Background: an optimization exercise with open tools, aiming at small area, a short achievable clock period and few clock cycles. Do not read the settings as production practice. At most, simulation tests tie the RTL to the original design; equivalence was not proved. Function not checked in run 2: the RTL went through the layout flow alone. Power and IR drop assume default switching activity.

`flow/design.v`:
```
module Histograma (
    input  wire        clk,
    input  wire        reset,             
    input  wire [13:0] data_ener,
    input  wire [5:0]  data_cant,
    input  wire        enable,
    input  wire        escritura_signal,
    input  wire [9:0]  dir_inicio,
    output reg  [13:0] hist_data,
    output reg  [9:0]  hist_addr,
    output reg         r_w_hist,
    output reg  [10:0] cant_ener_addr,
    output wire        r_w_cant_ener,
    output reg         fin_signal
);
  assign r_w_cant_ener = 1'b0;
  reg        run;           
  reg [5:0]  wcnt;          
  reg [4:0]  ptr;           
  reg        upd1, upd2;    
  reg [4:0]  idx1, idx2;    
  reg [13:0] hbin [0:31];
  wire idle       = !run && !r_w_hist;
  wire start      = idle && enable;
  wire start_wr   = start && escritura_signal;
  wire start_pass = start && !escritura_signal;
  wire ener_zero  = (data_ener == 14'd0);
  wire counted    = run && (data_cant > 6'd1) && !ener_zero && !data_ener[13];
  wire last_word  = (wcnt == 6'd33);
  wire [4:0]  rsel  = upd1 ? idx1 : ptr;
  wire [13:0] rinc  = hist_data + 14'd1;
  wire        fwd   = upd2 && (idx2 == rsel);
  always @(posedge clk) begin
    if (!reset) begin
      run            <= 1'b0;
      r_w_hist       <= 1'b0;
      fin_signal     <= 1'b0;
      cant_ener_addr <= 11'd1;
      ptr            <= 5'd0;
      upd1           <= 1'b0;
      upd2           <= 1'b0;
    end else begin
      upd1 <= counted;
      upd2 <= upd1;
      if (start_pass || (run && !ener_zero))
        cant_ener_addr <= cant_ener_addr + 11'd1;
      else
        cant_ener_addr <= 11'd1;
      if (start_pass)
        run <= 1'b1;
      else if (run && ener_zero)
        run <= 1'b0;
      if (start_wr)
        r_w_hist <= 1'b1;
      else if (r_w_hist && last_word)
        r_w_hist <= 1'b0;
      if (start_wr || (r_w_hist && !last_word))
        ptr <= ptr + 5'd1;
      if (start)
        fin_signal <= 1'b0;
      else if ((run && ener_zero) || (r_w_hist && last_word))
        fin_signal <= 1'b1;
    end
  end
  always @(posedge clk) begin
    idx1      <= data_ener[12:8];
    idx2      <= idx1;
    hist_data <= fwd ? rinc : hbin[rsel];
    wcnt      <= start_wr ? 6'd0 : wcnt + 6'd1;
    hist_addr <= start_wr ? dir_inicio : hist_addr + 10'd1;
  end
  integer k;
  always @(posedge clk) begin
    for (k = 0; k < 32; k = k + 1)
      if (!reset)
        hbin[k] <= 14'd0;
      else if (upd2 && idx2 == k[4:0])
        hbin[k] <= rinc;
  end
endmodule
```
`flow/run.sh`:
```
#!/bin/bash
# synth_recipe.tcl (not shown) runs the flow's synth.tcl, then flattens the netlist and writes it again
# the make line also repeats each setting of config.mk as NAME=value (left out here)
make -C /OpenROAD-flow-scripts/flow DESIGN_CONFIG=/design/flow/config.mk WORK_HOME=/design/flow/orfs CLKGATE_MAP_FILE= SYNTH_SCRIPT=/design/flow/synth_recipe.tcl finish
```
`flow/config.mk`:
```
export PLATFORM = sky130hd
export DESIGN_NAME = Histograma
export DESIGN_NICKNAME = Histograma
export VERILOG_FILES = /design/flow/design.v
export SDC_FILE = /design/flow/constraint.sdc
export NUM_CORES = 4
export LEC_CHECK = 0
export CAP_MARGIN = 20
export CORE_MARGIN = 2
export CORE_UTILIZATION = 40
export SLEW_MARGIN = 20
```
`flow/constraint.sdc`:
```
create_clock -name core_clock -period 6.5 [get_ports {clk}]
set_input_delay 1.3000 -clock core_clock [delete_from_list [all_inputs] [get_ports {clk}]]
set_output_delay 1.3000 -clock core_clock [all_outputs]
set_load 0.01 [all_outputs]
```
==> results of run 1 <==
## final timing paths
path                                    from           end  slack (ns)
worst max-delay path            hist_data[0]  hist_data[0]        2.50
worst min-delay path                 wcnt[0]       wcnt[0]        0.46
worst max register to register        ptr[2]  hist_data[4]        2.53
worst min register to register       wcnt[0]       wcnt[0]        0.46
## registers in the layout, indices dropped and copies added (netlist names)
name            count
run                 1
hist_addr          10
ptr                 5
cant_ener_addr     11
idx2                5
r_w_hist            1
hbin              448
wcnt                6
upd2                1
upd1                1
hist_data          14
fin_signal          1
idx1                5
## synthesized netlist by cell type (12+ instances only)
library cell | count | area (um^2)
o211a_1 | 416 | 4164
nand4_1 | 24 | 150.1
nor2b_1 | 35 | 219.0
xor2_1 | 25 | 219.0
mux2i_1 | 41 | 410.4
and3_1 | 12 | 75.07
buf_2 | 21 | 105.1
o22ai_1 | 18 | 112.6
nor4b_1 | 15 | 131.4
dfxtp_1 | 509 | 10190
a32oi_1 | 20 | 175.2
nand3_1 | 35 | 175.2
a221oi_1 | 17 | 148.9
o21ai_0 | 33 | 165.2
clkbuf_1 | 200 | 750.7
nor4_1 | 12 | 75.07
a22o_1 | 22 | 192.7
o22a_1 | 27 | 236.5
nand2_1 | 462 | 1734
xnor2_1 | 21 | 183.9
nor2_1 | 70 | 262.8
nor3_1 | 14 | 70.07
a22oi_1 | 132 | 991.0
## routing by layer
layer	up-vias	global-route usage (%)	part of all wire, %
met1	9493	34.31	41
met5	-	0	0.015
met3	203	5.139	8.5
li1	8454	-	-
met2	800	42.95	45
met4	2	13.86	5.2
## cell type report
type                            instances  area, um^2
Tap cell                              704       880.8
Clock inverter                         20       176.4
Fill cell                            5088       29500
Antenna cell                            1       2.502
Clock buffer                           83        1684
Sequential cell                       509       10190
Inverter                                8       30.03
Timing Repair Buffer                  124        1197
Multi-Input combinational cell       1566       11220
## logic make-up (layout without fill, tap and decap cells)
family	count (synthesis)	after routing	synth area share, %
buffers and inverters	242	235	4.485
muxes	44	44	2.010
xor gates and xnor gates	46	46	1.823
other	1	2	0.01697
DFF	509	509	46.12
and+or+nand+nor	749	749	15.91
AOI/OAI and AO/OA	720	720	29.29
adders and majority gates	6	6	0.3398
## stage by stage
step / power, mW / hold WS (ns) / area (um^2)
6_report: 7.524 / 0.4628 / 25380
5_1_grt: 7.746 / 0.5092 / 25380
4_1_cts: 7.519 / 0.4623 / 25300
3_5_place_dp: 4.342 / 0.4485 / 23440
3_3_place_gp: 4.314 / 0.4428 / 23410
2_1_floorplan: 3.891 / 0.3319 / 22090
## power groups by stage
stage	clock network, mW	registers (mW)	logic [mW]
CTS	3.24	3.33	0.945
finish	3.21	3.34	0.981
global route	3.37	3.35	1.04
floorplan	0	3.36	0.535
global placement	0	3.40	0.914
detailed placement	0	3.40	0.941
==> flow_summary_export.csv, run 1 <==
group,metric,value,unit
placement,post-place-cells,2908,
critical_path,endpoint_kind,"output port",
timing,setup_tns,0,ns
route,drtPass1Iterations,7,
clock_tree,clock-sinks,509,
power_and_ir_drop,cellInternalPower,5.401,mW
clock_tree,cts_tree,"built",
layout,final_common_cell,"dfxtp_1",
power_and_ir_drop,p_leak,13.90,nW
worst_hold_path,holdCritPathClass,"reg -> reg",
floorplanning,start_util,40.26,%
critical_path,crit_type,"reg -> out",
timing,skew,0.02271,ns
floorplanning,die_area,57130,um^2
grt,antenna_found_initial,2,
timing,period_needed,4.003,ns
critical_path,path_cells,"buf_4 -> clkdlybuf4s50_1",
grt,grt-ovfl-total,0,
synth,ys_types,62,
placement,gp_congestion,0.8845,
route,finalWirelength,77710,um
synth,synth_warnings,2,
run,maxCapViolations,0,
floorplanning,coreArea,54880,um^2
synth,synth-edff-count,0,
timing,fmax,249.8,MHz
critical_path,reg2reg_depth,7,
synth,async_flop_share,0,%
route,ant_nets,0,
timing,worstMarginPinSlew,1.277,ns
power_and_ir_drop,combPwrFrac,13.0,%
timing,period_share,61.59,%
synth,synth_flop_cell,"dfxtp_1",
synth,synthCells,2317,
floorplanning,die_x,239.0,um
floorplanning,row_count,86,
critical_path,cpLargestDelayFamily,"flip-flops",
synth,netlist_area,22090,um^2
route,post-route-drc-count,0,
timing,slew_headroom,14.84,%
timing,drv_slew,0,
layout,syn_to_final_growth,14.87,%
placement,place_ws,2.645,ns
route,drt_iter0_markers,2010,
power_and_ir_drop,p_per_area,296.4,nW/um^2
clock_tree,postCtsSetupRepairBufs,0,
clock_tree,clockBufferDepth,3,
clock_tree,ctsHoldBuffers,0,
layout,utilization,46.25,%
power_and_ir_drop,power_switching,2.122,mW
clock_tree,postCtsResizedCells,0,
grt,grt_pass1_wl,114700,um
route,wl_per_cell,25.77,um
power_and_ir_drop,switching_share,28.21,%
critical_path,worstPathArrival,2.70,ns
grt,grt_pass1_vias,18070,
clock_tree,cts_root_buffer,"clkbuf_16",
critical_path,cp.depth,2,
timing,finalHoldViolCount,0,
clock_tree,cts_buffers,56,
synth,synth_seq_cells,509,
route,vias_per_cell,6.286,
critical_path,required,5.20,ns
critical_path,cpPeakStageDelay,1.09,ns
synth,ys_seq_area_share,46.12,%
route,vias,18950,
critical_path,cp_num_buf_inv,2,
timing,worst_slack,2.497,ns
grt,track_usage,26.81,%
placement,port_buffers,69,
clock_tree,clkTransAtPathRegs,0.06,ns
layout,final_nets,2305,
power_and_ir_drop,ir_drop,0.1941,mV
critical_path,critPathSlowestCell,"dfxtp_1",
critical_path,cp-start-kind,"flip-flop",
layout,final_cell_mix,"dfxtp_1 (509), nand2_1 (462), o211a_1 (416), a22oi_1 (132), clkdlybuf4s50_1 (68)",
placement,hpwl,46240,um
timing,rsz0062_at_grt,"false",
floorplanning,ioPinCount,72,
worst_hold_path,whs_path_depth,1,
layout,final_cells,3015,
critical_path,worstPathMaxFanout,22,
clock_tree,clk-insertion-delay-late,0.62,ns
floorplanning,fp.dieH,239.0,um
grt,grt_start_max_net_pins,177,
clock_tree,cts-htree-levels,2,
outcome,status,"complete, no violations",
layout,drive_gt1_share,9.091,%
power_and_ir_drop,power.share.clock,42.6,%
power_and_ir_drop,power_frac_seq,44.3,%
synth,synth_nets,2357,
synth,avgSynthCellArea,9.536,um^2
timing,setup_viol,0,
Testbench counts, summed over its fixed seeds: cycles 19,861.
==> inputs of run 2 (changes only) <==
--- a/flow/design.v
+++ b/flow/design.v
@@ -70,11 +70,10 @@
     hist_addr <= start_wr ? dir_inicio : hist_addr + 10'd1;
   end
+  wire [13:0] wdata = rinc & {14{reset}};
   integer k;
   always @(posedge clk) begin
     for (k = 0; k < 32; k = k + 1)
-      if (!reset)
-        hbin[k] <= 14'd0;
-      else if (upd2 && idx2 == k[4:0])
-        hbin[k] <= rinc;
+      if (!reset || (upd2 && idx2 == k[4:0]))
+        hbin[k] <= wdata;
   end
 endmodule
--- a/flow/config.mk
+++ b/flow/config.mk
@@ -9,3 +9,4 @@
 export CORE_MARGIN = 2
 export CORE_UTILIZATION = 40
+export SETUP_SLACK_MARGIN = 3.5
 export SLEW_MARGIN = 20
==> run 2 against run 1 <==
Against the previous run:
- sequential share of layout area up 21 points
- non-clock buffer count up 13
- die area down 8.2%
- register-to-register slack better by 1.0 ns
- critical path type is now reg -> reg
- largest power group unchanged
==> flow_summary_export.csv, run 2 <==
group,metric,value,unit
layout,final_nets,1468,
floorplanning,row_count,82,
timing,period_needed,2.967,ns
synth,synth-edff-count,448,
synth,async_flop_share,0,%
clock_tree,ctsHoldBuffers,0,
clock_tree,postCtsResizedCells,34,
worst_hold_path,whs_path_depth,1,
layout,final_cell_mix,"edfxtp_1 (448), a22oi_1 (116), clkdlybuf4s50_1 (68), buf_4 (67), nand2_1 (54)",
worst_hold_path,hold_end,"cant_ener_addr[0]",
route,vias,13180,
synth,ys_types,74,
clock_tree,clkTransAtPathRegs,0.06,ns
synth,synth_nets,1360,
route,finalWirelength,62090,um
critical_path,worstPathMaxFanout,57,
floorplanning,fp.dieH,229.1,um
synth,synthTopCellsByArea,"edfxtp_1 (66%), dfxtp_1 (6.0%), a22oi_1 (4.3%)",
route,dr_wl_met3,5978,um
timing,setup_tns,0,ns
critical_path,r2r-end,"hist_data[7]",
layout,top_regs,"hbin: 448 flops, hist_data: 14 flops, cant_ener_addr: 11 flops",
timing,slew_headroom,34.59,%
power_and_ir_drop,p_leak,8.293,nW
grt,grt-ovfl-total,0,
timing,finalHoldViolCount,0,
critical_path,required,6.98,ns
synth,synth_flop_cell,"edfxtp_1",
placement,postPlaceCellArea,21990,um^2
clock_tree,cts_root_buffer,"clkbuf_16",
layout,syn_to_final_growth,17.81,%
clock_tree,postCtsSetupRepairBufs,0,
clock_tree,clock-sinks,509,
layout,final_cells,2143,
grt,track_usage,23.53,%
route,ant_nets,0,
layout,multi_input_area,5329,um^2
clock_tree,cts-htree-levels,2,
grt,grt_start_max_net_pins,58,
layout,fillers,4319,
worst_hold_path,min-delay-start,"cant_ener_addr[0]",
route,drt_iter0_markers,1698,
placement,gp_congestion,0.8397,
layout,drive_gt1_share,16.59,%
synth,ys_seq_area_share,72.42,%
power_and_ir_drop,power.total,8.266,mW
route,vias_per_cell,6.148,
timing,period_share,45.65,%
critical_path,cp-startpoint,"upd1",
power_and_ir_drop,p_per_area,346.3,nW/um^2
layout,seq_area,14690,um^2
layout,finish.instance_area,23870,um^2
critical_path,endpoint_kind,"flip-flop",
synth,netlist_area,20260,um^2
floorplanning,ioPinCount,72,
timing,skew,0.01857,ns
floorplanning,coreArea,50070,um^2
route,wl_per_cell,28.97,um
floorplanning,start_util,40.47,%
clock_tree,clockBufferDepth,3,
clock_tree,cts_tree,"built",
route,highest_layer,"met5",
critical_path,worstPathArrival,3.45,ns
synth,avgSynthCellArea,15.35,um^2
synth,synth_most_common_cell,"edfxtp_1",
critical_path,crit_type,"reg -> reg",
route,post-route-drc-count,0,
synth,synthCells,1320,
synth,synth_common_cells,"edfxtp_1 (448), a22oi_1 (117), dfxtp_1 (61)",
layout,largest_reg_flops,448,
timing,worstMarginPinSlew,0.9812,ns
timing,hold_ws,0.4484,ns
route,drtPass1Iterations,8,
route,wl_met1,24950,um
placement,hpwl,37290,um
critical_path,r2r_slack,3.53,ns
critical_path,reg2reg_depth,9,
clock_tree,cts_buffers,52,
layout,top_register,"hbin",
clock_tree,clk-insertion-delay-late,0.61,ns
timing,drv_slew,0,
grt,antenna_found_initial,2,
critical_path,r2r-start,"upd1",
timing,fmax,337.0,MHz
grt,grt_pass1_wl,90050,um
placement,post-place-cells,2046,
floorplanning,die_area,52480,um^2
timing,rsz0062_at_grt,"true",
synth,synth_seq_cells,509,
floorplanning,die_x,229.1,um
synth,synth_top_area_cell,"edfxtp_1",
timing,setup_viol,0,
synth,synth_top_area_share,66.39,%
power_and_ir_drop,ir_drop,0.2422,mV
grt,grt_pass1_vias,12910,
placement,port_buffers,69,
synth,synth_warnings,2,
run,maxCapViolations,0,
outcome,status,"complete, no violations",
critical_path,cp-start-kind,"flip-flop",
worst_hold_path,holdCritPathClass,"reg -> reg",
layout,final_common_cell,"edfxtp_1",
layout,antennaDiodeCount,0,
route,wl_met2,29300,um
-- run 2: cell types whose count changed after synthesis, moves of 26 or more --
cell / previous run / this run
clkbuf_1: 200 / 47
dfxtp_1: 509 / 61
edfxtp_1: 0 / 448
mux2i_1: 41 / 11
nand2_1: 462 / 54
nor2b_1: 35 / 7
o211a_1: 416 / 0
o21ai_0: 33 / 59
o221ai_1: 3 / 39
-- run 2: where the power goes --
| group | switching [mW] | internal [mW] | total (mW) |
|---|---|---|---|
| logic | 0.556 | 0.289 | 0.845 |
| clock network | 1.27 | 1.74 | 3.01 |
| registers | 0.218 | 4.20 | 4.41 |
| total | 2.04 | 6.23 | 8.27 |
-- run 2: worst max-delay path, cell delays in order (launching register included) --
cell and delay [ns]:
dfxtp_2 0.33, buf_12 0.18, and3_1 0.25, buf_4 0.23
o22a_2 0.34, buf_4 0.22, a22o_1 0.24, or4_4 0.58
nor4_2 0.33, o211ai_1 0.12
-- run 2: area by class of cell --
type | count | area share, %
Inverter | 20 | 0.3197
Multi-Input combinational cell | 708 | 22.32
Tap cell | 672 | 3.522
Timing Repair Buffer | 137 | 5.095
Sequential cell | 509 | 61.54
Clock inverter | 28 | 1.263
Clock buffer | 69 | 5.933
-- run 2: worst max-delay path by stage --
stage / slack (ns) / to / cells after the start
global placement: 2.42 / hbin[15][4] / 3
detailed placement: 2.28 / hbin[27][4] / 3
finish: 3.53 / hist_data[7] / 9
global route: 3.45 / hist_data[6] / 9
CTS: 3.49 / hist_data[8] / 7
floorplan: 3.61 / cant_ener_addr[1] / 6
-- run 2: cell families after synthesis --
logic type / Yosys count / synth area share (%)
AO/OA/AOI/OAI: 368 / 14.26
XOR/XNOR: 41 / 1.772
multiplexers: 15 / 0.7657
adder cells (fa/ha/maj): 6 / 0.3705
buffers and inverters: 103 / 2.346
flip-flops: 509 / 72.42
other: 1 / 0.01851
AND/OR/NAND/NOR: 277 / 8.052
-- run 2: routing by layer --
layer / global-route usage, % / vias to the layer above
li1: - / 5645
met2: 38.03 / 686
met1: 32.07 / 6715
met5: 0 / -
met4: 7.143 / 2
met3: 4.843 / 127
-- run 2: through the flow --
stage | utilization [%] | worst slack [ns]
floorplan | - | 3.606
global placement | 43.93 | 2.421
detailed placement | 43.93 | 2.280
CTS | 47.57 | 3.486
global route | 47.68 | 3.453
finish | 47.68 | 3.533
==> inputs of run 3 (changes only) <==
--- a/flow/design.v
+++ b/flow/design.v
@@ -18,6 +18,7 @@
   reg [5:0]  wcnt;          
   reg [4:0]  ptr;           
+  reg [4:0]  rsel;          
   reg        upd1, upd2;    
-  reg [4:0]  idx1, idx2;    
+  reg [4:0]  idx2;          
   reg [13:0] hbin [0:31];
   wire idle       = !run && !r_w_hist;
@@ -28,5 +29,6 @@
   wire counted    = run && (data_cant > 6'd1) && !ener_zero && !data_ener[13];
   wire last_word  = (wcnt == 6'd33);
-  wire [4:0]  rsel  = upd1 ? idx1 : ptr;
+  wire advance    = start_wr || (r_w_hist && !last_word);
+  wire [4:0] ptr_next = advance ? ptr + 5'd1 : ptr;
   wire [13:0] rinc  = hist_data + 14'd1;
   wire        fwd   = upd2 && (idx2 == rsel);
@@ -38,4 +40,5 @@
       cant_ener_addr <= 11'd1;
       ptr            <= 5'd0;
+      rsel           <= 5'd0;
       upd1           <= 1'b0;
       upd2           <= 1'b0;
@@ -43,4 +46,6 @@
       upd1 <= counted;
       upd2 <= upd1;
+      ptr  <= ptr_next;
+      rsel <= counted ? data_ener[12:8] : ptr_next;
       if (start_pass || (run && !ener_zero))
         cant_ener_addr <= cant_ener_addr + 11'd1;
@@ -55,6 +60,4 @@
       else if (r_w_hist && last_word)
         r_w_hist <= 1'b0;
-      if (start_wr || (r_w_hist && !last_word))
-        ptr <= ptr + 5'd1;
       if (start)
         fin_signal <= 1'b0;
@@ -64,6 +67,5 @@
   end
   always @(posedge clk) begin
-    idx1      <= data_ener[12:8];
-    idx2      <= idx1;
+    idx2      <= rsel;
     hist_data <= fwd ? rinc : hbin[rsel];
     wcnt      <= start_wr ? 6'd0 : wcnt + 6'd1;
--- a/flow/config.mk
+++ b/flow/config.mk
@@ -8,5 +8,7 @@
 export CAP_MARGIN = 20
 export CORE_MARGIN = 2
-export CORE_UTILIZATION = 40
-export SETUP_SLACK_MARGIN = 3.5
+export CORE_UTILIZATION = 55
+export CTS_CLUSTER_DIAMETER = 80
+export CTS_CLUSTER_SIZE = 22
+export SETUP_SLACK_MARGIN = 4.2
 export SLEW_MARGIN = 20
==> run 3 against run 2 <==
Against the previous run:
- sequential power rose by 4%
- still clean on timing, DRC and antenna
- largest cell class unchanged
- clock power fell by 39%
- global-route usage rose by 15 points
- register-to-register slack improved by 0.50 ns
- cell area rose by 6.0%
- final cell count fell by 3.9%
- count of clock-buffer cells in the layout fell by 23
- combinational power rose by 94%
- clock skew rose by 0.0012 ns
==> flow_summary_export.csv, run 3 <==
group,metric,value,unit
power_and_ir_drop,power.total,8.075,mW
synth,synth_seq_cells,509,
layout,largest_reg_flops,448,
synth,avgSynthCellArea,15.13,um^2
placement,post-place-cells,1828,
critical_path,required,6.99,ns
outcome,status,"complete, no violations",
timing,fmax,404.9,MHz
clock_tree,clockBufferDepth,3,
floorplanning,start_util,55.59,%
grt,track_usage,38.25,%
grt,grt_pass1_vias,13430,
synth,synthCells,1304,
floorplanning,ioPinCount,72,
critical_path,worstPathArrival,2.96,ns
synth,synth_flop_cell,"edfxtp_1",
timing,finalHoldViolCount,0,
layout,final_common_cell,"edfxtp_1",
grt,antenna_found_initial,1,
synth,synth_most_common_cell,"edfxtp_1",
route,drtPass1Iterations,6,
grt,grt-ovfl-total,0,
grt,grt_start_max_net_pins,42,
power_and_ir_drop,ir_drop,0.2062,mV
placement,port_buffers,69,
layout,seq_area,14780,um^2
route,ant_nets,0,
layout,final_cell_mix,"edfxtp_1 (448), buf_4 (161), a22oi_1 (132), nand2_1 (51), buf_6 (51)",
floorplanning,row_count,69,
floorplanning,coreArea,35480,um^2
clock_tree,cts_root_buffer,"clkbuf_16",
timing,worstMarginPinSlew,1.051,ns
timing,period_share,38.00,%
critical_path,crit_type,"reg -> reg",
synth,synthTopCellsByArea,"edfxtp_1 (68%), dfxtp_1 (6.2%), a22oi_1 (5.4%)",
critical_path,worstPathMaxFanout,8,
floorplanning,die_area,37390,um^2
run,maxCapViolations,0,
clock_tree,clk-insertion-delay-late,0.58,ns
timing,skew,0.01980,ns
clock_tree,cts_tree,"built",
timing,drv_slew,0,
grt,grt_pass1_wl,100100,um
route,vias,14290,
layout,final_nets,1616,
synth,synth_nets,1344,
route,finalWirelength,73030,um
layout,fillers,2327,
route,vias_per_cell,6.941,
clock_tree,clock-sinks,509,
synth,synth_warnings,2,
synth,synth_top_area_cell,"edfxtp_1",
critical_path,cpPeakStageDelay,0.48,ns
synth,ys_types,70,
power_and_ir_drop,p_per_area,319.0,nW/um^2
critical_path,endpoint_kind,"flip-flop",
clock_tree,clkTransAtPathRegs,0.09,ns
placement,hpwl,40130,um
timing,setup_tns,0,ns
placement,gp_congestion,0.8563,
timing,period_needed,2.470,ns
synth,synth_common_cells,"edfxtp_1 (448), a22oi_1 (142), nor2_1 (70)",
timing,slew_headroom,29.65,%
critical_path,critPathSlowestCell,"or3b_4",
worst_hold_path,holdCritPathClass,"reg -> reg",
critical_path,cpLargestDelayFamily,"simple AND/OR/NAND/NOR gates",
route,wl_per_cell,35.47,um
timing,rsz0062_at_grt,"true",
synth,synth_top_area_share,68.21,%
floorplanning,die_x,193.4,um
synth,synth-edff-count,448,
critical_path,cp_num_buf_inv,3,
layout,drive_gt1_share,33.15,%
layout,top_register,"hbin",
route,post-route-drc-count,0,
layout,syn_to_final_growth,28.33,%
clock_tree,cts-htree-levels,1,
synth,ys_seq_area_share,74.40,%
power_and_ir_drop,p_leak,9.174,nW
layout,top_regs,"hbin: 448 flops, hist_data: 14 flops, cant_ener_addr: 11 flops",
route,drt_iter0_markers,2390,
critical_path,cp-start-kind,"flip-flop",
layout,final_cells,2059,
synth,netlist_area,19720,um^2
floorplanning,fp.dieH,193.4,um
clock_tree,cts_buffers,27,
critical_path,path_cells,"buf_12 -> buf_16 -> or3b_4 -> buf_4 -> nor2_4 -> a22oi_1 -> nand3_1 -> o31ai_4 -> mux2i_1",
layout,multi_input_area,6003,um^2
synth,async_flop_share,0,%
timing,setup_viol,0,
==> run 3: changes by cell type in the layout (fill, tap and decap cells not counted), moves of 18 or more <==
cell / delta
clkbuf_16: -25
o221a_2: -18
dfxtp_1: -28
buf_12: +40
dfxtp_4: +21
o221ai_1: -39
nand4_1: +20
clkdlybuf4s50_1: -46
and3_1: +37
buf_6: +51
nor2_4: +41
o21ai_1: -23
buf_4: +94
==> run 3: repair_timing <==
action | 4_1_cts | 5_1_grt
buffers inserted | 115 | 49
resized for setup | 402 | 78
endpoints found under the setup margin | 596 | 479
pin swaps | 52 | 63
hold buffers | 0 | 0
gates cloned | 16 | 0
==> run 3: per-stage QoR <==
stage                     cell area, um^2  hold slack (ns)  worst slack [ns]  util, %
final                               25310           0.4367             4.030    71.34
after global placement              21370           0.4158             2.959    60.23
after detailed placement            21390           0.4203             2.896    60.29
after global routing                25310           0.4723             4.039    71.32
after floorplan                     19890           0.3507             3.998        -
after CTS                           24250           0.4402             4.019    68.34
==> run 3: area by class of cell <==
type | instances | area share, %
Antenna cell | 2 | 0.01977
Clock buffer | 46 | 3.050
Clock inverter | 3 | 0.08403
Inverter | 8 | 0.1236
Multi-Input combinational cell | 736 | 23.72
Sequential cell | 509 | 58.39
Tap cell | 461 | 2.279
Timing Repair Buffer | 294 | 12.34
==> run 3: path summary, 6_finish.rpt <==
path,start,to,slack (ns),cells after the start
hold / removal,upd1,upd2,0.44,1
hold reg to reg,upd1,upd2,0.44,1
setup / recovery,rsel[1],hist_data[4],4.03,9
setup reg to reg,rsel[1],hist_data[4],4.03,9
==> run 3: logic make-up (layout without fill, tap and decap cells) <==
| logic type | Yosys count | in the layout | share of synthesized area [%] |
|---|---|---|---|
| mux | 15 | 15 | 0.7929 |
| simple gates | 365 | 377 | 10.00 |
| xor+xnor | 42 | 42 | 1.865 |
| buf+inv | 71 | 351 | 2.011 |
| other cells | 1 | 3 | 0.01901 |
| compound gates | 295 | 295 | 10.53 |
| flops | 509 | 509 | 74.40 |
| fa+ha+maj | 6 | 6 | 0.3806 |
==> run 3: metal layers <==
metal	routed length, um	GRT usage (%)
met5	64	1.277
met4	5425	21.32
met1	25420	50.31
met3	9713	10.41
met2	32400	57.95
==> run 3: power by group <==
group	switching [mW]	internal [mW]	total (mW)
clock	1.03	0.817	1.85
sequential	0.228	4.36	4.59
combinational	1.00	0.638	1.64
Testbench counts of run 3, summed over its fixed seeds: cycles 19,861.
==> inputs of run 4 (changes only) <==
==> flow/flow/run.sh (new file) <==
#!/bin/bash
# The standard layout, with the resizer free to swap cells across footprints
# (so the port buffers it inserts can become plain buffers when timing needs).
set -euo pipefail
bash standard.sh MATCH_CELL_FOOTPRINT=0 finish > flow_make.log 2>&1
==> flow/standard.sh (new file) <==
#!/bin/bash
# synth_recipe.tcl (not shown) runs the flow's synth.tcl, then flattens the netlist and writes it again
# the make line also repeats each setting of config.mk as NAME=value (left out here)
make -C /OpenROAD-flow-scripts/flow DESIGN_CONFIG=/design/flow/config.mk WORK_HOME=/design/flow/orfs CLKGATE_MAP_FILE= SYNTH_SCRIPT=/design/flow/synth_recipe.tcl "${@:-finish}"
removed: flow/run.sh
==> run 4 against run 3 <==
Against the previous run:
- combinational power down 9%
- hold slack improved by 0.025 ns
- worst setup slack better by 0.062 ns
- sequential share of layout area is 1.4 points higher
- area after synthesis unchanged
- count of clock-buffer cells in the layout up 3
- global-route usage decreased by 2.3 points
- critical endpoint is now hist_data[4]
==> flow_summary_export.csv, run 4 <==
group,metric,value,unit
critical_path,cpPeakStageDelay,0.40,ns
grt,met2_usage,55.99,%
power_and_ir_drop,p_per_area,323.8,nW/um^2
timing,fmax,415.3,MHz
floorplanning,die_area,37390,um^2
synth,synth_top_area_share,68.21,%
route,vias,13840,
worst_hold_path,min-delay-start,"upd1",
layout,top_register,"hbin",
critical_path,r2r-start,"rsel[1]",
layout,final_nets,1588,
critical_path,worstPathArrival,1.11,ns
route,ant_nets,0,
critical_path,crit_type,"reg -> out",
layout,final_common_cell,"edfxtp_1",
grt,use_met3,6.625,%
critical_path,reg2reg_depth,7,
clock_tree,cts_buffers,28,
clock_tree,ctsHoldBuffers,0,
layout,drive_gt1_share,30.57,%
route,finalWirelength,69210,um
timing,slew_headroom,27.67,%
clock_tree,clk-insertion-delay-late,0.60,ns
placement,gp_congestion,0.8711,
grt,grt_pass1_vias,12920,
worst_hold_path,whs_path_depth,1,
placement,postPlaceCellArea,21380,um^2
synth,async_flop_share,0,%
placement,post-place-cells,1830,
synth,ys_types,70,
floorplanning,fp.dieH,193.4,um
power_and_ir_drop,power_frac_seq,57.3,%
timing,period_needed,2.408,ns
clock_tree,clockBufferDepth,3,
synth,synthTopCellsByArea,"edfxtp_1 (68%), dfxtp_1 (6.2%), a22oi_1 (5.4%)",
timing,drv_slew,0,
grt,grt_pass1_wl,94790,um
grt,grt_start_max_net_pins,41,
power_and_ir_drop,power.total,8.001,mW
timing,worst_slack,4.092,ns
floorplanning,ioPinCount,72,
synth,synthCells,1304,
critical_path,path_cells,"buf_6",
synth,ys_seq_area_share,74.40,%
timing,rsz0062_at_grt,"true",
timing,setup_viol,0,
synth,synth_seq_cells,509,
critical_path,cp_num_buf_inv,1,
grt,busiest_layer,"met2",
synth,synth_flop_cell,"edfxtp_1",
placement,port_buffers,69,
timing,finalHoldViolCount,0,
worst_hold_path,holdCritPathClass,"reg -> reg",
critical_path,endpoint_kind,"output port",
critical_path,required,5.20,ns
critical_path,critPathSlowestCell,"dfxtp_4",
synth,netlist_area,19720,um^2
grt,grt-ovfl-total,0,
layout,largest_reg_flops,448,
power_and_ir_drop,cellInternalPower,5.777,mW
route,post-route-drc-count,0,
layout,final_cell_mix,"edfxtp_1 (448), buf_4 (156), a22oi_1 (141), nand2_1 (52), buf_6 (52)",
placement,hpwl,39880,um
floorplanning,coreArea,35480,um^2
power_and_ir_drop,ir_drop,0.2455,mV
layout,syn_to_final_growth,25.29,%
synth,synth_common_cells,"edfxtp_1 (448), a22oi_1 (142), nor2_1 (70)",
placement,place_ws,3.026,ns
clock_tree,cts-htree-levels,1,
run,maxCapViolations,0,
route,wl_per_cell,34.06,um
route,drtPass1Iterations,6,
timing,period_share,37.04,%
layout,top_regs,"hbin: 448 flops, hist_data: 14 flops, cant_ener_addr: 11 flops",
grt,track_usage,35.99,%
clock_tree,clock-sinks,509,
synth,avgSynthCellArea,15.13,um^2
power_and_ir_drop,power.share.clock,24.0,%
timing,worstMarginPinSlew,1.081,ns
layout,final_cells,2032,
critical_path,r2r-end,"hist_data[11]",
power_and_ir_drop,switching_share,27.80,%
route,drt_iter0_markers,2101,
grt,grtUsageMet1,49.65,%
grt,antenna_found_initial,0,
clock_tree,cts_root_buffer,"clkbuf_16",
floorplanning,row_count,69,
critical_path,cpLargestDelayFamily,"flip-flops",
synth,synth_nets,1344,
synth,synth_warnings,2,
power_and_ir_drop,power_switching,2.224,mW
synth,synth_top_area_cell,"edfxtp_1",
worst_hold_path,hold_end,"upd2",
outcome,status,"complete, no violations",
layout,finish.instance_area,24710,um^2
critical_path,worstPathMaxFanout,3,
clock_tree,clkTransAtPathRegs,0.09,ns
route,vias_per_cell,6.813,
timing,setup_tns,0,ns
timing,hold_ws,0.4614,ns
floorplanning,start_util,55.59,%
critical_path,r2r_slack,4.15,ns
power_and_ir_drop,p_leak,9.012,nW
synth,synth_most_common_cell,"edfxtp_1",
timing,skew,0.02703,ns
layout,utilization,69.65,%
clock_tree,cts_tree,"built",
power_and_ir_drop,combPwrFrac,18.8,%
floorplanning,die_x,193.4,um
synth,synth-edff-count,448,
critical_path,cp-start-kind,"flip-flop",
## run 4: cells by family (layout without fill, tap and decap cells)
family | count (synthesis) | count (layout) | share of synthesized area (%)
AOI/OAI and AO/OA | 295 | 295 | 10.53
muxes | 15 | 15 | 0.7929
and+or+nand+nor | 365 | 371 | 10.00
xor gates and xnor gates | 42 | 42 | 1.865
DFF | 509 | 509 | 74.40
other | 1 | 2 | 0.01901
buffers and inverters | 71 | 331 | 2.011
adders and majority gates | 6 | 6 | 0.3806
## run 4: power by group through the flow
stage	clock network, mW	logic (mW)	registers (mW)
global placement	0	1.06	4.63
CTS	1.92	1.37	4.58
global route	2.02	1.56	4.63
floorplan	0	0.534	4.60
detailed placement	0	1.08	4.65
finish	1.92	1.50	4.58
## run 4: what timing repair did
| action | 4_1_cts | 5_1_grt |
|---|---|---|
| endpoints found under the setup margin | 326 | 456 |
| gates resized for setup | 335 | 62 |
| pin swaps | 37 | 43 |
| cloned | 8 | 2 |
| buffers inserted | 85 | 54 |
## run 4: layout make-up
cell class              instances  area, um^2
multi-input cells             730        5767
clock inverters                 3       41.29
flip-flops and latches        509       14780
clock buffers                  49       800.8
well taps                     461       576.8
repair buffers                271        2710
fillers                      2399       10770
inverters                       8       30.03
diodes                          1       2.502
## run 4: layer usage
layer  part of all wire [%]  routed length, um
met4                    5.9               4091
met3                     13               8718
met5                      0                  0
met1                     36              24820
met2                     46              31580
## run 4: worst max path at each step
stage	startpoint	cells past startpoint	end	slack, ns
after floorplan	reset	3	hbin[1][0]	4.00
after global placement	rsel[3]	8	hist_data[9]	3.03
after detailed placement	rsel[3]	8	hist_data[9]	3.03
after CTS	hist_data[4]	1	hist_data[4]	4.09
after global routing	reset	4	hbin[27][4]	4.07
final	hist_data[4]	1	hist_data[4]	4.09
==> inputs of run 5 (changes only) <==
==> flow/design.v (replaced) <==
module Histograma (
    input  wire        clk,
    input  wire        reset,             
    input  wire [13:0] data_ener,
    input  wire [5:0]  data_cant,
    input  wire        enable,
    input  wire        escritura_signal,
    input  wire [9:0]  dir_inicio,
    output reg  [13:0] hist_data,
    output reg  [9:0]  hist_addr,
    output reg         r_w_hist,
    output reg  [10:0] cant_ener_addr,
    output wire        r_w_cant_ener,
    output reg         fin_signal
);
  assign r_w_cant_ener = 1'b0;
  reg        run;           
  reg        e_val;         
  reg        e_zero;        
  reg        e_ok;          
  reg [4:0]  e_bin;         
  reg [5:0]  wcnt;          
  reg [4:0]  ptr;           
  reg [4:0]  rsel;          
  reg [31:0] rsel_oh;       
  reg        upd1;          
  reg        fwd;           
  reg [3:0]  we_lo;         
  reg [7:0]  we_hi;         
  reg        clr;           
  reg [13:0] hbin [0:31];
  wire idle       = !run && !r_w_hist;
  wire start      = idle && enable;
  wire start_wr   = start && escritura_signal;
  wire start_pass = start && !escritura_signal;
  wire last_entry = e_val && e_zero;        
  wire take_e     = e_val && !e_zero;       
  wire counted    = take_e && e_ok;
  wire last_word  = (wcnt == 6'd33);
  wire advance    = start_wr || (r_w_hist && !last_word);
  wire [4:0] ptr_next  = advance ? ptr + 5'd1 : ptr;
  wire [31:0] ptr_oh    = 32'd1 << ptr;
  wire [13:0] rinc  = hist_data + 14'd1;
  integer k;
  reg [13:0] rdata;
  always @(*) begin
    rdata = 14'd0;
    for (k = 0; k < 32; k = k + 1)
      rdata = rdata | (hbin[k] & {14{rsel_oh[k]}});
  end
  always @(posedge clk) begin
    e_zero <= (data_ener == 14'd0);
    e_ok   <= (data_cant > 6'd1) && !data_ener[13];
    e_bin  <= data_ener[12:8];
  end
  always @(posedge clk) begin
    clr <= !reset;
    if (!reset) begin
      run            <= 1'b0;
      e_val          <= 1'b0;
      r_w_hist       <= 1'b0;
      fin_signal     <= 1'b0;
      cant_ener_addr <= 11'd1;
      ptr            <= 5'd0;
      rsel           <= 5'd0;
      rsel_oh        <= 32'd0;
      upd1           <= 1'b0;
      fwd            <= 1'b0;
      we_lo          <= 4'hf;
      we_hi          <= 8'hff;
    end else begin
      e_val   <= run && !last_entry;
      upd1    <= counted;
      fwd     <= upd1 && (take_e ? (rsel == e_bin) : (rsel == ptr));
      ptr     <= ptr_next;
      rsel    <= take_e ? e_bin : ptr_next;
      rsel_oh <= take_e  ? (32'd1 << e_bin) :
                 advance ? {ptr_oh[30:0], ptr_oh[31]} : ptr_oh;
      we_lo   <= upd1 ? (4'd1 << rsel[1:0]) : 4'd0;
      we_hi   <= 8'd1 << rsel[4:2];
      if (start_pass || (run && !last_entry))
        cant_ener_addr <= cant_ener_addr + 11'd1;
      else
        cant_ener_addr <= 11'd1;
      if (start_pass)
        run <= 1'b1;
      else if (last_entry)
        run <= 1'b0;
      if (start_wr)
        r_w_hist <= 1'b1;
      else if (r_w_hist && last_word)
        r_w_hist <= 1'b0;
      if (start)
        fin_signal <= 1'b0;
      else if (last_entry || (r_w_hist && last_word))
        fin_signal <= 1'b1;
    end
  end
  always @(posedge clk) begin
    hist_data <= fwd ? rinc : rdata;
    wcnt      <= start_wr ? 6'd0 : wcnt + 6'd1;
    hist_addr <= start_wr ? dir_inicio : hist_addr + 10'd1;
  end
  wire [13:0] wdata = rinc & {14{!clr}};
  always @(posedge clk) begin
    for (k = 0; k < 32; k = k + 1)
      if (we_lo[k % 4] && we_hi[k / 4])
        hbin[k] <= wdata;
  end
endmodule
==> run 5 against run 4 <==
Against the previous run:
- largest power group unchanged
- wire length is 10% lower
- via count is 8.1% lower
- critical path type unchanged
- final cell count is 6.9% lower
- critical path depth stayed put
- worst setup slack better by 0.0048 ns
- hold slack worse by 0.00074 ns
- first-iteration DRC count is 21% lower
- sequential share of layout area is 8.1 points higher
- sequential power is 2% higher
==> flow_summary_export.csv, run 5 <==
group,metric,value,unit
clock_tree,clkTransAtPathRegs,0.09,ns
clock_tree,cts_tree,"built",
synth,ys_types,44,
clock_tree,cts_root_buffer,"clkbuf_16",
timing,rsz0062_at_grt,"true",
synth,synthCells,1258,
run,maxCapViolations,0,
placement,hpwl,35260,um
clock_tree,clockBufferDepth,3,
synth,synth_flop_cell,"edfxtp_1",
floorplanning,fp.dieH,195.3,um
layout,syn_to_final_growth,15.13,%
route,ant_nets,0,
power_and_ir_drop,p_per_area,343.1,nW/um^2
route,post-route-drc-count,0,
critical_path,r2r_slack,4.16,ns
critical_path,cp_num_buf_inv,1,
layout,final_common_cell,"edfxtp_1",
synth,synth_top_area_share,66.83,%
grt,grt_start_max_net_pins,33,
synth,synth_top_area_cell,"edfxtp_1",
critical_path,crit_type,"reg -> out",
grt,grt-ovfl-total,0,
clock_tree,clock-sinks,557,
floorplanning,ioPinCount,72,
grt,grt_pass1_wl,86690,um
timing,skew,0.02345,ns
placement,post-place-cells,1790,
floorplanning,die_x,195.3,um
timing,worstMarginPinSlew,1.263,ns
grt,grt_pass1_vias,12270,
synth,synth-edff-count,448,
synth,synthTopCellsByArea,"edfxtp_1 (67%), dfxtp_1 (11%), a22oi_1 (6.5%)",
layout,largest_reg_flops,448,
critical_path,cpLargestDelayFamily,"flip-flops",
route,finalWirelength,62160,um
floorplanning,die_area,38140,um^2
timing,period_share,36.97,%
synth,netlist_area,20130,um^2
synth,synth_common_cells,"edfxtp_1 (448), a22oi_1 (173), dfxtp_1 (109)",
timing,slew_headroom,15.70,%
route,vias_per_cell,6.726,
critical_path,path_cells,"buf_6",
layout,final_cell_mix,"edfxtp_1 (448), a22oi_1 (173), buf_4 (83), dfxtp_1 (67), nand3_1 (49)",
floorplanning,coreArea,36350,um^2
critical_path,reg2reg_depth,5,
worst_hold_path,holdCritPathClass,"reg -> reg",
synth,avgSynthCellArea,16.00,um^2
layout,top_register,"hbin",
critical_path,r2r-end,"hbin[14][11]",
timing,finalHoldViolCount,0,
critical_path,critPathSlowestCell,"dfxtp_4",
critical_path,cpPeakStageDelay,0.41,ns
timing,fmax,416.2,MHz
outcome,status,"complete, no violations",
placement,gp_congestion,0.8383,
floorplanning,start_util,55.38,%
grt,antenna_found_initial,0,
route,drtPass1Iterations,6,
clock_tree,cts-htree-levels,1,
critical_path,endpoint_kind,"output port",
critical_path,r2r-start,"hist_data[2]",
synth,synth_warnings,2,
layout,drive_gt1_share,17.43,%
synth,ys_seq_area_share,77.67,%
power_and_ir_drop,ir_drop,0.2062,mV
synth,synth_nets,1303,
layout,antennaDiodeCount,0,
critical_path,required,5.20,ns
timing,setup_tns,0,ns
clock_tree,clk-insertion-delay-late,0.59,ns
layout,final_cells,1891,
timing,setup_viol,0,
synth,synth_most_common_cell,"edfxtp_1",
route,wl_per_cell,32.87,um
synth,async_flop_share,0,%
clock_tree,cts_buffers,30,
worst_hold_path,hold_end,"upd1",
route,vias,12720,
worst_hold_path,min-delay-start,"e_ok",
critical_path,worstPathMaxFanout,4,
clock_tree,ctsHoldBuffers,0,
grt,track_usage,32.43,%
timing,period_needed,2.403,ns
worst_hold_path,whs_path_depth,1,
placement,port_buffers,69,
synth,synth_seq_cells,557,
route,drt_iter0_markers,1664,
layout,finish.instance_area,23170,um^2
layout,final_nets,1445,
floorplanning,row_count,70,
critical_path,worstPathArrival,1.10,ns
critical_path,cp-start-kind,"flip-flop",
layout,top_regs,"hbin: 448 flops, rsel_oh: 32 flops, hist_data: 14 flops",
placement,postPlaceCellArea,21610,um^2
timing,drv_slew,0,
power_and_ir_drop,p_leak,7.883,nW
run 5: stage by stage:
stage / power, mW / util [%] / hold slack (ns) / worst slack [ns]
final: 7.951 / 63.76 / 0.4606 / 4.097
after detailed placement: 5.804 / 59.47 / 0.4447 / 2.875
after CTS: 7.888 / 63.21 / 0.4656 / 3.991
after floorplan: 5.228 / - / 0.4334 / 3.926
after global placement: 5.769 / 59.42 / 0.4455 / 2.892
after global routing: 8.213 / 63.76 / 0.4919 / 4.074
run 5: area by class of cell:
type                    instances  area, um^2
flip-flops and latches        557       15740
inverters                      10       37.54
clock buffers                  50       847.1
clock inverters                 5       45.04
well taps                     468       585.6
multi-input cells             643        4483
repair buffers                158        1439
fillers                      2702       13170
run 5: per-layer routing:
| metal | wire length, um | GRT usage, % |
|---|---|---|
| met4 | 2204 | 10.35 |
| met2 | 29360 | 52.58 |
| met3 | 6385 | 5.389 |
| met1 | 24210 | 45.44 |
| met5 | 0 | 0 |
run 5: what timing repair did:
item                       4_1_cts  5_1_grt
gates cloned                     1        3
setup endpoints to repair      379      171
setup buffers                   30       11
pin swaps                        2        4
resized for setup              228       14
run 5: worst max-delay path by stage:
| stage | startpoint | end | slack [ns] | cells after the start |
|---|---|---|---|---|
| floorplan | enable | rsel_oh[10] | 3.93 | 6 |
| global placement | enable | rsel_oh[14] | 2.89 | 7 |
| detailed placement | enable | rsel_oh[14] | 2.88 | 7 |
| CTS | r_w_hist | r_w_hist | 3.99 | 1 |
| global route | hist_data[11] | hist_data[11] | 4.07 | 1 |
| finish | hist_data[11] | hist_data[11] | 4.10 | 1 |
run 5: logic make-up after synthesis:
| family | synth area share [%] |
|---|---|
| flip-flops | 77.67 |
| AO/OA/AOI/OAI | 11.29 |
| AND/OR/NAND/NOR | 6.881 |
| buffers and inverters | 1.181 |
| XOR/XNOR | 1.784 |
| adder cells (fa/ha/maj) | 0.6837 |
| multiplexers | 0.4848 |
| other | 0.01863 |
run 5: power by group:
part	switching, mW	internal [mW]	leakage (nW)
Clock	1.11	0.906	0.430
Sequential	0.255	4.43	5.29
Combinational	0.763	0.487	2.17
Total	2.12	5.83	7.88
Testbench counts of run 5, summed over its fixed seeds: cycles 19,957.
==> inputs of run 6 (changes only) <==
--- a/flow/config.mk
+++ b/flow/config.mk
@@ -11,4 +11,4 @@
 export CTS_CLUSTER_DIAMETER = 80
 export CTS_CLUSTER_SIZE = 22
-export SETUP_SLACK_MARGIN = 4.2
+export SETUP_SLACK_MARGIN = 3.9
 export SLEW_MARGIN = 20
==> run 6 against run 5 <==
Against the previous run:
- hold slack worse by 0.015 ns
- critical path depth stayed put
- clock skew hardly changed
- highest routed layer unchanged
- largest cell class unchanged
- maximum frequency is 4.3% lower
- via count is 0.90% lower
- sequential power is 0.9% lower
- critical path type unchanged
- cell area is 1.3% lower
==> flow_summary_export.csv, run 6 <==
group,metric,value,unit
route,wl_per_cell,32.89,um
route,vias,12600,
clock_tree,clockBufferDepth,3,
layout,top_register,"hbin",
grt,antenna_found_initial,1,
floorplanning,start_util,55.38,%
grt,grt_pass1_vias,11980,
timing,rsz0062_at_grt,"true",
placement,postPlaceCellArea,21630,um^2
grt,grt-ovfl-total,0,
critical_path,cp-startpoint,"hist_data[2]",
synth,avgSynthCellArea,16.00,um^2
grt,grt_start_max_net_pins,33,
placement,hpwl,35510,um
synth,synth-edff-count,448,
route,ant_nets,0,
clock_tree,clk-insertion-delay-late,0.60,ns
route,post-route-drc-count,0,
clock_tree,cts_root_buffer,"clkbuf_16",
layout,largest_reg_flops,448,
clock_tree,clock-sinks,557,
worst_hold_path,holdCritPathClass,"reg -> reg",
clock_tree,clkTransAtPathRegs,0.09,ns
timing,worstMarginPinSlew,1.195,ns
critical_path,required,5.20,ns
timing,period_share,38.63,%
timing,setup_viol,0,
timing,finalHoldViolCount,0,
clock_tree,cts-htree-levels,1,
layout,final_nets,1418,
layout,utilization,62.93,%
synth,ys_seq_area_share,77.67,%
synth,synth_nets,1303,
synth,synthCells,1258,
clock_tree,cts_buffers,30,
critical_path,crit_type,"reg -> out",
grt,grt_pass1_wl,86100,um
floorplanning,ioPinCount,72,
synth,synth_warnings,2,
floorplanning,coreArea,36350,um^2
grt,track_usage,32.18,%
run,maxCapViolations,0,
power_and_ir_drop,p_per_area,343.0,nW/um^2
clock_tree,cts_tree,"built",
timing,skew,0.02349,ns
placement,gp_congestion,0.8262,
placement,port_buffers,69,
synth,synth_seq_cells,557,
layout,fillers,2717,
synth,synth_flop_cell,"edfxtp_1",
floorplanning,row_count,70,
outcome,status,"complete, no violations",
layout,syn_to_final_growth,13.63,%
worst_hold_path,min-delay-start,"cant_ener_addr[0]",
power_and_ir_drop,p_leak,8.174,nW
critical_path,worstPathArrival,1.21,ns
synth,async_flop_share,0,%
critical_path,critPathSlowestCell,"dfxtp_2",
synth,netlist_area,20130,um^2
clock_tree,ctsHoldBuffers,0,
timing,fmax,398.3,MHz
route,vias_per_cell,6.755,
synth,ys_types,44,
floorplanning,die_x,195.3,um
critical_path,worstPathMaxFanout,5,
synth,synth_top_area_cell,"edfxtp_1",
timing,hold_ws,0.4458,ns
layout,top_regs,"hbin: 448 flops, rsel_oh: 32 flops, hist_data: 14 flops",
critical_path,r2r-start,"rsel_oh[9]",
layout,final_common_cell,"edfxtp_1",
floorplanning,die_area,38140,um^2
timing,period_needed,2.511,ns
critical_path,endpoint_kind,"output port",
critical_path,path_cells,"dlymetal6s2s_1",
synth,synth_most_common_cell,"edfxtp_1",
route,drt_iter0_markers,1860,
timing,drv_slew,0,
critical_path,cpLargestDelayFamily,"flip-flops",
critical_path,cp_num_buf_inv,1,
synth,synthTopCellsByArea,"edfxtp_1 (67%), dfxtp_1 (11%), a22oi_1 (6.5%)",
synth,synth_common_cells,"edfxtp_1 (448), a22oi_1 (173), dfxtp_1 (109)",
layout,finish.instance_area,22870,um^2
layout,drive_gt1_share,10.95,%
route,drtPass1Iterations,6,
layout,final_cell_mix,"edfxtp_1 (448), a22oi_1 (173), dfxtp_1 (89), buf_4 (61), nand3_1 (50)",
floorplanning,fp.dieH,195.3,um
timing,setup_tns,0,ns
route,finalWirelength,61370,um
timing,slew_headroom,20.31,%
synth,synth_top_area_share,66.83,%
critical_path,cp-start-kind,"flip-flop",
critical_path,cpPeakStageDelay,0.42,ns
power_and_ir_drop,ir_drop,0.2781,mV
[run 6: cell count changes in the layout (fill, tap and decap cells not counted), sizes merged]
cell and delta:
diode +1, nor2 -3, bufinv +1, buf -60
dlymetal6s2s +37, clkinvlp +1, clkinv +1, clkdlybuf4s50 -1
clkbuf +1, inv -3
[run 6: cells by family after synthesis]
kind of cell / synth area share, %
other cells: 0.01863
xor+xnor: 1.784
fa+ha+maj: 0.6837
compound gates: 11.29
simple gates: 6.881
mux: 0.4848
flops: 77.67
buf+inv: 1.181
[run 6: worst paths after layout]
kind | end | slack (ns) | cells after the start
max | hist_data[2] | 3.99 | 1
min | cant_ener_addr[0] | 0.45 | 1
max reg2reg | hist_data[6] | 4.13 | 4
min reg2reg | cant_ener_addr[0] | 0.45 | 1
[run 6: power by group]
part / internal (mW) / leakage (nW) / switching, mW
logic: 0.407 / 2.46 / 0.743
registers: 4.42 / 5.27 / 0.225
clock network: 0.927 / 0.444 / 1.12
[run 6: repair_timing]
item | CTS | global route
resized for setup | 69 | 8
setup endpoints to repair | 218 | 60
setup buffers | 2 | 10
pin swaps | 1 | 4
gates cloned | 1 | 0
[run 6: cell type report]
cell class                      instances  area, um^2  share of cell area, %
Tap cell                              468       585.6                  2.560
Timing Repair Buffer                  134        1280                  5.596
Multi-Input combinational cell        640        4380                  19.15
Clock inverter                          5       62.56                 0.2735
Clock buffer                           51       850.8                  3.720
Antenna cell                            1       2.502                0.01094
Sequential cell                       557       15670                  68.51
Inverter                               10       41.29                 0.1805
[run 6: through the flow]
step,instances,total power [mW],worst slack (ns)
after floorplan,1258,5.223,3.918
after detailed placement,1794,5.798,2.576
after global placement,1794,5.773,2.592
after CTS,1853,7.783,3.900
final,1866,7.845,3.989
after global routing,1865,8.084,3.856
[run 6: routing by layer]
layer	global-route usage, %	share of wire [%]
met5	0	0
met1	45.83	38
met3	6.425	12
met4	9.867	3.4
met2	50.73	46
==> inputs of run 7 (changes only) <==
--- a/flow/config.mk
+++ b/flow/config.mk
@@ -11,4 +11,4 @@
 export CTS_CLUSTER_DIAMETER = 80
 export CTS_CLUSTER_SIZE = 22
-export SETUP_SLACK_MARGIN = 3.9
+export SETUP_SLACK_MARGIN = 4.45
 export SLEW_MARGIN = 20
==> run 7 against run 6 <==
Against the previous run:
- total power up 2.6%
- sequential power about the same
- largest power group unchanged
- flip-flop and latch count stayed put
- clock power down 4%
- count of clock-buffer cells in the layout fell by 4
- highest routed layer unchanged
- maximum frequency rose by 4.6%
==> flow_summary_export.csv, run 7 <==
group,metric,value,unit
grt,grt_start_max_net_pins,33,
synth,synth-edff-count,448,
layout,top_regs,"hbin: 448 flops, rsel_oh: 32 flops, hist_data: 14 flops",
placement,postPlaceCellArea,21680,um^2
synth,synth_seq_cells,557,
floorplanning,coreArea,36350,um^2
worst_hold_path,holdCritPathClass,"reg -> reg",
placement,hpwl,35840,um
layout,top_register,"hbin",
synth,synthCells,1258,
synth,synth_most_common_cell,"edfxtp_1",
layout,largest_reg_flops,448,
timing,setup_tns,0,ns
run,maxCapViolations,0,
critical_path,required,5.20,ns
critical_path,r2r_slack,4.34,ns
route,wl_per_cell,33.48,um
power_and_ir_drop,combPwrFrac,17.6,%
synth,synth_common_cells,"edfxtp_1 (448), a22oi_1 (173), dfxtp_1 (109)",
timing,skew,0.01733,ns
clock_tree,ctsHoldBuffers,0,
layout,final_cells,1918,
clock_tree,cts_tree,"built",
grt,track_usage,33.53,%
clock_tree,clock-sinks,557,
critical_path,crit_type,"reg -> out",
floorplanning,start_util,55.38,%
route,ant_nets,0,
worst_hold_path,whs_path_depth,2,
floorplanning,fp.dieH,195.3,um
critical_path,critPathSlowestCell,"dfxtp_4",
synth,synth_flop_cell,"edfxtp_1",
timing,slew_headroom,6.203,%
timing,period_share,36.93,%
synth,async_flop_share,0,%
critical_path,cpPeakStageDelay,0.41,ns
floorplanning,die_area,38140,um^2
critical_path,cp-start-kind,"flip-flop",
critical_path,r2r-start,"hist_data[2]",
grt,grt-ovfl-total,0,
layout,final_common_cell,"edfxtp_1",
timing,finalHoldViolCount,0,
critical_path,worstPathMaxFanout,4,
timing,worstMarginPinSlew,1.407,ns
power_and_ir_drop,p_per_area,338.3,nW/um^2
synth,synth_top_area_share,66.83,%
synth,netlist_area,20130,um^2
grt,grt_pass1_vias,12250,
clock_tree,cts-htree-levels,1,
route,vias,12910,
timing,period_needed,2.400,ns
layout,final_nets,1473,
power_and_ir_drop,ir_drop,0.2254,mV
route,vias_per_cell,6.729,
power_and_ir_drop,power.share.clock,24.5,%
layout,final_cell_mix,"edfxtp_1 (448), a22oi_1 (173), buf_4 (97), dfxtp_1 (61), nand3_1 (49)",
route,post-route-drc-count,0,
power_and_ir_drop,cellInternalPower,5.871,mW
layout,utilization,65.46,%
synth,synth_top_area_cell,"edfxtp_1",
critical_path,cp_num_buf_inv,1,
timing,hold_ws,0.4610,ns
critical_path,cpLargestDelayFamily,"flip-flops",
synth,synth_nets,1303,
power_and_ir_drop,p_leak,8.081,nW
route,finalWirelength,64220,um
synth,ys_seq_area_share,77.67,%
critical_path,worstPathArrival,1.10,ns
critical_path,reg2reg_depth,5,
worst_hold_path,hold_end,"fwd",
floorplanning,row_count,70,
critical_path,r2r-end,"hbin[30][11]",
floorplanning,die_x,195.3,um
clock_tree,cts_buffers,29,
grt,antenna_found_initial,0,
power_and_ir_drop,power_frac_seq,58.0,%
critical_path,endpoint_kind,"output port",
timing,rsz0062_at_grt,"true",
clock_tree,cts_root_buffer,"clkbuf_16",
placement,post-place-cells,1799,
clock_tree,clkTransAtPathRegs,0.09,ns
layout,syn_to_final_growth,18.20,%
synth,ys_types,44,
layout,finish.instance_area,23790,um^2
synth,synthTopCellsByArea,"edfxtp_1 (67%), dfxtp_1 (11%), a22oi_1 (6.5%)",
layout,drive_gt1_share,22.55,%
timing,setup_viol,0,
critical_path,path_cells,"buf_6",
synth,synth_warnings,2,
layout,antennaDiodeCount,0,
route,drtPass1Iterations,5,
route,drt_iter0_markers,2054,
grt,grt_pass1_wl,88900,um
floorplanning,ioPinCount,72,
power_and_ir_drop,switching_share,27.07,%
clock_tree,clockBufferDepth,3,
worst_hold_path,min-delay-start,"upd1",
placement,gp_congestion,0.8210,
outcome,status,"complete, no violations",
synth,avgSynthCellArea,16.00,um^2
timing,drv_slew,0,
placement,port_buffers,69,
timing,fmax,416.6,MHz
power_and_ir_drop,power_switching,2.179,mW
clock_tree,clk-insertion-delay-late,0.58,ns
-- run 7: cell types whose count changed in the layout (fill, tap and decap cells not counted), sizes merged --
cell,previous run,this run
buf,66,150
dlymetal6s2s,39,1
nor2,52,61
clkbuf,51,48
inv,11,13
bufinv,1,2
clkinv,2,1
clkinvlp,1,0
diode,1,0
-- run 7: metal layers --
metal | up-vias | track usage, % | part of all wire [%]
met5 | - | 0 | 0
met4 | 0 | 11.51 | 3.7
met3 | 110 | 5.250 | 13
met2 | 903 | 51.85 | 46
met1 | 6497 | 49.14 | 38
li1 | 5397 | - | -
-- run 7: repair_timing --
action                                  CTS  global route
gates cloned                              5             6
endpoints found under the setup margin  553           330
pin swaps                                14            31
buffers inserted                         45            10
resized for setup                       262            56
-- run 7: worst register-to-register path, cell delays in order, from the launching register on --
cell	delay (ns)
dfxtp_4	0.39
and3_1	0.21
nand4_1	0.31
nor3_2	0.29
xnor2_1	0.41
nor2_2	0.23
-- run 7: kinds of logic (layout without fill, tap and decap cells) --
family	Yosys count	after routing	synth area share (%)
flip-flops	557	557	77.67
AO/OA/AOI/OAI	313	313	11.29
AND/OR/NAND/NOR	265	274	6.881
buffers and inverters	61	244	1.181
XOR/XNOR	41	41	1.784
adder cells (fa/ha/maj)	11	11	0.6837
multiplexers	9	9	0.4848
other	1	1	0.01863
-- run 7: worst max path at each step --
stage | cells after the start | from | slack (ns) | end
floorplan | 6 | enable | 3.94 | rsel_oh[10]
global placement | 7 | enable | 2.91 | rsel_oh[14]
detailed placement | 7 | enable | 2.88 | rsel_oh[14]
CTS | 1 | hist_data[11] | 4.10 | hist_data[11]
global route | 1 | hist_data[11] | 4.08 | hist_data[11]
finish | 1 | hist_data[11] | 4.10 | hist_data[11]
-- run 7: final cells by class --
type | count | area (um^2)
clock buffer | 47 | 793.3
clock inverter | 6 | 56.30
fill | 2601 | 12550
inverter | 10 | 37.54
multi-input combinational | 649 | 4875
sequential | 557 | 15740
tap | 468 | 585.6
timing repair buffer | 181 | 1708
-- run 7: power groups by stage --
stage	registers [mW]	clock network (mW)	logic (mW)
4_1_cts	4.66	1.98	1.29
6_report	4.67	1.97	1.41
5_1_grt	4.70	2.11	1.50
2_1_floorplan	4.67	0	0.567
3_5_place_dp	4.73	0	1.08
3_3_place_gp	4.72	0	1.06
-- run 7: stage by stage --
step,power [mW],setup slack (ns)
after global routing,8.309,4.075
after CTS,7.930,4.098
after detailed placement,5.813,2.882
after floorplan,5.234,3.939
after global placement,5.779,2.908
final,8.050,4.100
==> inputs of run 8 (changes only) <==
--- a/flow/design.v
+++ b/flow/design.v
@@ -23,5 +23,6 @@
   reg [4:0]  ptr;           
   reg [4:0]  rsel;          
-  reg [31:0] rsel_oh;       
+  reg [3:0]  rs_lo;         
+  reg [7:0]  rs_hi;         
   reg        upd1;          
   reg        fwd;           
@@ -40,5 +41,6 @@
   wire advance    = start_wr || (r_w_hist && !last_word);
   wire [4:0] ptr_next  = advance ? ptr + 5'd1 : ptr;
-  wire [31:0] ptr_oh    = 32'd1 << ptr;
+  wire [3:0] ptr_lo = 4'd1 << ptr[1:0];
+  wire [7:0] ptr_hi = 8'd1 << ptr[4:2];
   wire [13:0] rinc  = hist_data + 14'd1;
   integer k;
@@ -47,5 +49,5 @@
     rdata = 14'd0;
     for (k = 0; k < 32; k = k + 1)
-      rdata = rdata | (hbin[k] & {14{rsel_oh[k]}});
+      rdata = rdata | (hbin[k] & {14{rs_lo[k % 4] && rs_hi[k / 4]}});
   end
   always @(posedge clk) begin
@@ -64,5 +66,6 @@
       ptr            <= 5'd0;
       rsel           <= 5'd0;
-      rsel_oh        <= 32'd0;
+      rs_lo          <= 4'd0;
+      rs_hi          <= 8'd0;
       upd1           <= 1'b0;
       fwd            <= 1'b0;
@@ -75,6 +78,8 @@
       ptr     <= ptr_next;
       rsel    <= take_e ? e_bin : ptr_next;
-      rsel_oh <= take_e  ? (32'd1 << e_bin) :
-                 advance ? {ptr_oh[30:0], ptr_oh[31]} : ptr_oh;
+      rs_lo   <= take_e  ? (4'd1 << e_bin[1:0]) :
+                 advance ? {ptr_lo[2:0], ptr_lo[3]} : ptr_lo;
+      rs_hi   <= take_e  ? (8'd1 << e_bin[4:2]) :
+                 (advance && ptr[1:0] == 2'd3) ? {ptr_hi[6:0], ptr_hi[7]} : ptr_hi;
       we_lo   <= upd1 ? (4'd1 << rsel[1:0]) : 4'd0;
       we_hi   <= 8'd1 << rsel[4:2];
==> flow/flow/run.sh (replaced) <==
#!/bin/bash
# The standard layout, with the resizer free to swap cells across footprints
# and the ports buffered with the smallest buffer (the resizer sizes them up
# where timing needs).
set -euo pipefail
bash standard.sh MATCH_CELL_FOOTPRINT=0 "BUFFER_PORTS_ARGS=-buffer_cell sky130_fd_sc_hd__buf_1" finish > flow_make.log 2>&1
--- a/flow/config.mk
+++ b/flow/config.mk
@@ -11,4 +11,4 @@
 export CTS_CLUSTER_DIAMETER = 80
 export CTS_CLUSTER_SIZE = 22
-export SETUP_SLACK_MARGIN = 4.45
+export SETUP_SLACK_MARGIN = 4.25
 export SLEW_MARGIN = 20
==> run 8 against run 7 <==
Against the previous run:
- clock skew shrank 0.0024 ns
- cell area fell by 3.9%
- flip-flop and latch count is 20 lower
- global-route usage decreased by 3.8 points
- total power decreased by 16%
- sequential share of layout area increased by 1.0 points
- critical endpoint is now hist_data[0]
==> flow_summary_export.csv, run 8 <==
group,metric,value,unit
clock_tree,clock-sinks,537,
synth,synth_top_area_cell,"edfxtp_1",
synth,synthCells,1298,
layout,final_cells,1905,
route,drt_iter0_markers,1877,
grt,grt_pass1_vias,12120,
layout,seq_area,15360,um^2
critical_path,worstPathArrival,1.11,ns
placement,port_buffers,69,
critical_path,cp-startpoint,"hist_data[0]",
synth,synth_common_cells,"edfxtp_1 (448), a22oi_1 (126), dfxtp_1 (89)",
grt,track_usage,29.72,%
clock_tree,clockBufferDepth,3,
timing,fmax,414.9,MHz
layout,top_regs,"hbin: 448 flops, hist_data: 14 flops, cant_ener_addr: 11 flops",
outcome,status,"complete, no violations",
power_and_ir_drop,ir_drop,0.2441,mV
critical_path,endpoint_kind,"output port",
timing,worst_slack,4.090,ns
floorplanning,die_x,195.2,um
clock_tree,clkTransAtPathRegs,0.08,ns
synth,synthTopCellsByArea,"edfxtp_1 (67%), dfxtp_1 (8.9%), a22oi_1 (4.7%)",
synth,async_flop_share,0,%
route,post-route-drc-count,0,
power_and_ir_drop,p_per_area,297.3,nW/um^2
placement,place_ws,3.242,ns
clock_tree,cts_buffers,28,
floorplanning,ioPinCount,72,
placement,postPlaceCellArea,20960,um^2
critical_path,r2r-end,"hist_data[12]",
synth,synth_most_common_cell,"edfxtp_1",
timing,slew_headroom,21.09,%
timing,drv_slew,0,
critical_path,crit_type,"reg -> out",
timing,period_share,37.08,%
placement,hpwl,30940,um
critical_path,r2r_slack,4.28,ns
timing,period_needed,2.410,ns
critical_path,required,5.20,ns
layout,syn_to_final_growth,13.73,%
critical_path,path_cells,"buf_6",
critical_path,cpPeakStageDelay,0.41,ns
synth,avgSynthCellArea,15.49,um^2
route,finalWirelength,58150,um
synth,synth-edff-count,448,
critical_path,endpoint,"hist_data[0]",
clock_tree,ctsHoldBuffers,0,
layout,top_register,"hbin",
layout,drive_gt1_share,17.33,%
synth,synth_flop_cell,"edfxtp_1",
floorplanning,die_area,38110,um^2
critical_path,cp-start-kind,"flip-flop",
layout,finish.instance_area,22870,um^2
run,maxCapViolations,0,
placement,post-place-cells,1793,
route,ant_nets,0,
power_and_ir_drop,p_leak,7.625,nW
synth,ys_types,58,
synth,synth_nets,1341,
floorplanning,coreArea,36350,um^2
layout,fillers,2741,
worst_hold_path,holdCritPathClass,"reg -> reg",
synth,synth_warnings,2,
grt,grt_start_max_net_pins,54,
timing,rsz0062_at_grt,"true",
layout,final_common_cell,"edfxtp_1",
grt,grt_pass1_wl,81770,um
clock_tree,cts_root_buffer,"clkbuf_16",
route,drtPass1Iterations,7,
layout,final_nets,1458,
critical_path,critPathSlowestCell,"dfxtp_4",
[run 8: cell types whose count changed in the layout (fill, tap and decap cells not counted), moves of 20 or more]
cell and change:
dfxtp_1 -21, a22oi_1 -47, nand2_1 +33, nand4_1 -35
clkdlybuf4s50_1 -29, a22o_1 +32, buf_1 +31, buf_4 -20
[run 8: what timing repair did]
item	in CTS	in global routing
setup endpoints to repair	262	214
pin swaps	6	10
gates cloned	2	3
setup buffers	42	13
gates resized for setup	193	21
[run 8: area by class of cell]
cell class	count	area share, %
clock inverters	2	0.05471
clock buffers	50	3.578
flip-flops and latches	537	67.15
well taps	468	2.561
inverters	21	0.3939
multi-input cells	666	20.32
repair buffers	161	5.947
[run 8: logic make-up (layout without fill, tap and decap cells)]
group / Yosys count / in the layout / synth area share (%)
flip-flops: 537 / 537 / 75.76
AO/OA/AOI/OAI: 349 / 349 / 13.24
AND/OR/NAND/NOR: 253 / 257 / 6.173
buffers and inverters: 99 / 234 / 1.985
XOR/XNOR: 42 / 42 / 1.867
adder cells (fa/ha/maj): 9 / 9 / 0.5600
multiplexers: 8 / 8 / 0.3982
other: 1 / 1 / 0.01865
[run 8: worst min path at each step]
stage / startpoint / endpoint / slack [ns] / cells after the start
global route: upd1 / fwd / 0.50 / 2
floorplan: wcnt[0] / wcnt[0] / 0.43 / 1
global placement: cant_ener_addr[0] / cant_ener_addr[0] / 0.44 / 1
detailed placement: cant_ener_addr[0] / cant_ener_addr[0] / 0.45 / 1
CTS: upd1 / fwd / 0.48 / 2
finish: wcnt[0] / wcnt[0] / 0.47 / 1
[run 8: stage by stage]
step	hold slack, ns	util, %
floorplan	0.4334	-
global route	0.4990	62.92
global placement	0.4352	57.57
finish	0.4740	62.92
CTS	0.4752	62.14
detailed placement	0.4454	57.66
[run 8: power by group]
group	switching, mW	leakage [nW]	internal (mW)
clock network	1.06	0.401	0.860
logic	0.465	2.10	0.277
registers	0.116	5.13	4.02
total	1.64	7.62	5.15
[run 8: metal layers]
layer / vias up / track usage [%] / part of all wire, %
met5: - / 0 / 0
met4: 0 / 7.323 / 2.3
met3: 83 / 5.544 / 11
met2: 704 / 48.16 / 47
met1: 6347 / 42.08 / 40
li1: 5388 / - / -
Testbench counts of run 8, summed over its fixed seeds: cycles 19,957.

Re-timed with assumed drivers on the ports (clkbuf_16 on the clock, buf_2 on other inputs), run 8 has 4.032 ns of setup slack against 4.090 ns with ideal ports, and 3.868 ns once port delays also move by the mid clock arrival of 0.637 ns.
